From an optimization exercise on the open Yosys and OpenROAD flow, aimed at small area, a short achievable clock period and few clock cycles; shortcuts taken in it are not production practice.
RTL that was checked went through simulation tests only; none was proved equivalent to the original.

==> module control, before the edit <==
module control #(
  parameter W = 16,
  parameter N = 3
) (
  input  wire                         i_clk,
  input  wire                         i_rst,
  input  wire                         i_en,
  input  wire                         i_mode,
  input  wire [    W * N * N - 1 : 0] i_A,
  input  wire [    W * N * N - 1 : 0] i_B,
  output wire [    W * N * N - 1 : 0] o_C,
  output wire                         o_done
);
  localparam [3:0] LAST = 4'd11;
  reg [3:0] cnt;
  reg       done;
  always @(posedge i_clk) begin
    if (i_rst | ~i_en) begin
      cnt  <= 4'd0;
      done <= 1'b0;
    end else begin
      if (cnt != LAST) cnt <= cnt + 4'd1;
      done <= (cnt >= LAST - 4'd1);
    end
  end
  assign o_done = done;
  reg mode;
  always @(posedge i_clk) mode <= i_mode;
  reg [15:0] a_op;
  reg [15:0] b_op0, b_op1, b_op2;
  always @(posedge i_clk) begin
    case (cnt)
      4'd0: a_op <= i_A[0*16 +: 16];
      4'd1: a_op <= i_A[1*16 +: 16];
      4'd2: a_op <= i_A[2*16 +: 16];
      4'd3: a_op <= i_A[3*16 +: 16];
      4'd4: a_op <= i_A[4*16 +: 16];
      4'd5: a_op <= i_A[5*16 +: 16];
      4'd6: a_op <= i_A[6*16 +: 16];
      4'd7: a_op <= i_A[7*16 +: 16];
      default: a_op <= i_A[8*16 +: 16];
    endcase
    if (cnt < 4'd3) begin
      b_op0 <= i_B[0*16 +: 16]; b_op1 <= i_B[1*16 +: 16]; b_op2 <= i_B[2*16 +: 16];
    end else if (cnt < 4'd6) begin
      b_op0 <= i_B[3*16 +: 16]; b_op1 <= i_B[4*16 +: 16]; b_op2 <= i_B[5*16 +: 16];
    end else begin
      b_op0 <= i_B[6*16 +: 16]; b_op1 <= i_B[7*16 +: 16]; b_op2 <= i_B[8*16 +: 16];
    end
  end
  reg clr;
  always @(posedge i_clk) clr <= (cnt <= 4'd2);
  wire [47:0] c0, c1, c2;
  mac_lane lane0(.clk(i_clk), .mode(mode), .clr(clr), .a(a_op), .b(b_op0), .r0(c0[32 +: 16]), .r1(c0[16 +: 16]), .r2(c0[0 +: 16]));
  mac_lane lane1(.clk(i_clk), .mode(mode), .clr(clr), .a(a_op), .b(b_op1), .r0(c1[32 +: 16]), .r1(c1[16 +: 16]), .r2(c1[0 +: 16]));
  mac_lane lane2(.clk(i_clk), .mode(mode), .clr(clr), .a(a_op), .b(b_op2), .r0(c2[32 +: 16]), .r1(c2[16 +: 16]), .r2(c2[0 +: 16]));
  assign o_C[0*16 +: 16] = c0[0 +: 16];
  assign o_C[1*16 +: 16] = c1[0 +: 16];
  assign o_C[2*16 +: 16] = c2[0 +: 16];
  assign o_C[3*16 +: 16] = c0[16 +: 16];
  assign o_C[4*16 +: 16] = c1[16 +: 16];
  assign o_C[5*16 +: 16] = c2[16 +: 16];
  assign o_C[6*16 +: 16] = c0[32 +: 16];
  assign o_C[7*16 +: 16] = c1[32 +: 16];
  assign o_C[8*16 +: 16] = c2[32 +: 16];
endmodule
==> module mac_lane, before the edit <==
module mac_lane (
  input  wire        clk,
  input  wire        mode,
  input  wire        clr,
  input  wire [15:0] a,
  input  wire [15:0] b,
  output reg  [15:0] r0,
  output reg  [15:0] r1,
  output reg  [15:0] r2
);
  wire [15:0] p;
  fmul u_mul(.mode(mode), .a(a), .b(b), .c(p));
  reg [15:0] p_q;
  always @(posedge clk) p_q <= p;
  wire [15:0] sum;
  fadd u_add(.mode(mode), .x(p_q), .y(r2), .c(sum));
  always @(posedge clk) begin
    r0 <= sum;
    r1 <= r0;
    r2 <= clr ? 16'h0000 : r1;
  end
endmodule
export LEC_CHECK = 0
export CAP_MARGIN = 20
export CORE_MARGIN = 2
export CORE_UTILIZATION = 40
export SLEW_MARGIN = 20
create_clock -name core_clock -period 32.0 [get_ports {i_clk}]
standard.sh (not shown) runs the stock make flow with config.mk's settings and CLKGATE_MAP_FILE= SYNTH_SCRIPT=/design/flow/synth_recipe.tcl, a recipe that flattens the netlist after the stock synthesis.
==> flow/flow/run.sh <==
#!/bin/bash
# The standard flow, with plain buffers (buf_1) on the ports, and timing
# repair asked to leave 24.5 ns of setup slack
bash standard.sh BUFFER_PORTS_ARGS="-buffer_cell sky130_fd_sc_hd__buf_1" SETUP_SLACK_MARGIN=24.5 finish > standard.log 2>&1
Testbench counts at the start, summed over its fixed seeds: cycles 38,400.
==> next run, changes <==
--- a/flow/design.v
+++ b/flow/design.v
@@ -358,14 +358,14 @@
     end else begin
       b_op0 <= i_B[6*16 +: 16]; b_op1 <= i_B[7*16 +: 16]; b_op2 <= i_B[8*16 +: 16];
     end
   end
-  reg clr;
-  always @(posedge i_clk) clr <= (cnt <= 4'd2);
+  reg [2:0] first;
+  always @(posedge i_clk) first <= {3{(cnt >= 4'd1) & (cnt <= 4'd3)}};
   wire [47:0] c0, c1, c2;
-  mac_lane lane0(.clk(i_clk), .mode(mode), .clr(clr), .a(a_op), .b(b_op0), .r0(c0[32 +: 16]), .r1(c0[16 +: 16]), .r2(c0[0 +: 16]));
-  mac_lane lane1(.clk(i_clk), .mode(mode), .clr(clr), .a(a_op), .b(b_op1), .r0(c1[32 +: 16]), .r1(c1[16 +: 16]), .r2(c1[0 +: 16]));
-  mac_lane lane2(.clk(i_clk), .mode(mode), .clr(clr), .a(a_op), .b(b_op2), .r0(c2[32 +: 16]), .r1(c2[16 +: 16]), .r2(c2[0 +: 16]));
+  mac_lane lane0(.clk(i_clk), .mode(mode), .first(first[0]), .a(a_op), .b(b_op0), .r0(c0[32 +: 16]), .r1(c0[16 +: 16]), .r2(c0[0 +: 16]));
+  mac_lane lane1(.clk(i_clk), .mode(mode), .first(first[1]), .a(a_op), .b(b_op1), .r0(c1[32 +: 16]), .r1(c1[16 +: 16]), .r2(c1[0 +: 16]));
+  mac_lane lane2(.clk(i_clk), .mode(mode), .first(first[2]), .a(a_op), .b(b_op2), .r0(c2[32 +: 16]), .r1(c2[16 +: 16]), .r2(c2[0 +: 16]));
   assign o_C[0*16 +: 16] = c0[0 +: 16];
   assign o_C[1*16 +: 16] = c1[0 +: 16];
   assign o_C[2*16 +: 16] = c2[0 +: 16];
   assign o_C[3*16 +: 16] = c0[16 +: 16];
@@ -377,9 +377,9 @@
 endmodule
 module mac_lane (
   input  wire        clk,
   input  wire        mode,
-  input  wire        clr,
+  input  wire        first,
   input  wire [15:0] a,
   input  wire [15:0] b,
   output reg  [15:0] r0,
   output reg  [15:0] r1,
@@ -389,13 +389,13 @@
   fmul u_mul(.mode(mode), .a(a), .b(b), .c(p));
   reg [15:0] p_q;
   always @(posedge clk) p_q <= p;
   wire [15:0] sum;
-  fadd u_add(.mode(mode), .x(p_q), .y(r2), .c(sum));
+  fadd u_add(.mode(mode), .x(p_q), .y(r2 & {16{~first}}), .c(sum));
   always @(posedge clk) begin
     r0 <= sum;
     r1 <= r0;
-    r2 <= clr ? 16'h0000 : r1;
+    r2 <= r1;
   end
 endmodule
 module fmul (
   input  wire        mode,
The changed run passed the timing, design-rule and antenna checks.
Worst setup slack improved by 0.096 ns.
Area after synthesis rose by about 1.8%.
Routed wire length rose by about 4.5%.
Utilization rose by 0.12 points.
Design area rose by 2.1%.
Maximum frequency rose by 1.3%.
Die area rose by about 1.8%.
Clock skew stays flat.
Final cell count rose by 1.9%.
Worst hold slack got worse by 0.012 ns.
No functional check of the RTL was part of the second run of this note.

==> afterwards: timing with drivers on the ports <==
In the flow no input, the clock included, has a driving cell. The finished layouts below were timed again as built, in two steps.
Step 1, drivers: a clkbuf_16 drives i_clk and a buf_2 each remaining input, both assumed.
Step 2 also shifts input and output timing later by t, the mid clock arrival at the registers, as if the neighbouring blocks saw the same clock.
a / b / c = ideal / step 1 / step 2; a / b = the first two.
run	t (ns)	setup WS [ns]	clock arrival spread, ns	pins driven straight from the clock port
the first run	0.670	24.403 / 24.343 / 24.565	0.024 / 0.024	1
the second run	0.661	24.500 / 24.432 / 24.203	0.024 / 0.023	1
After both steps setup and hold are still met in every run listed. The setup slack of the second run, which loses most, moves by -0.068 ns with the drivers and by -0.297 ns with both steps.
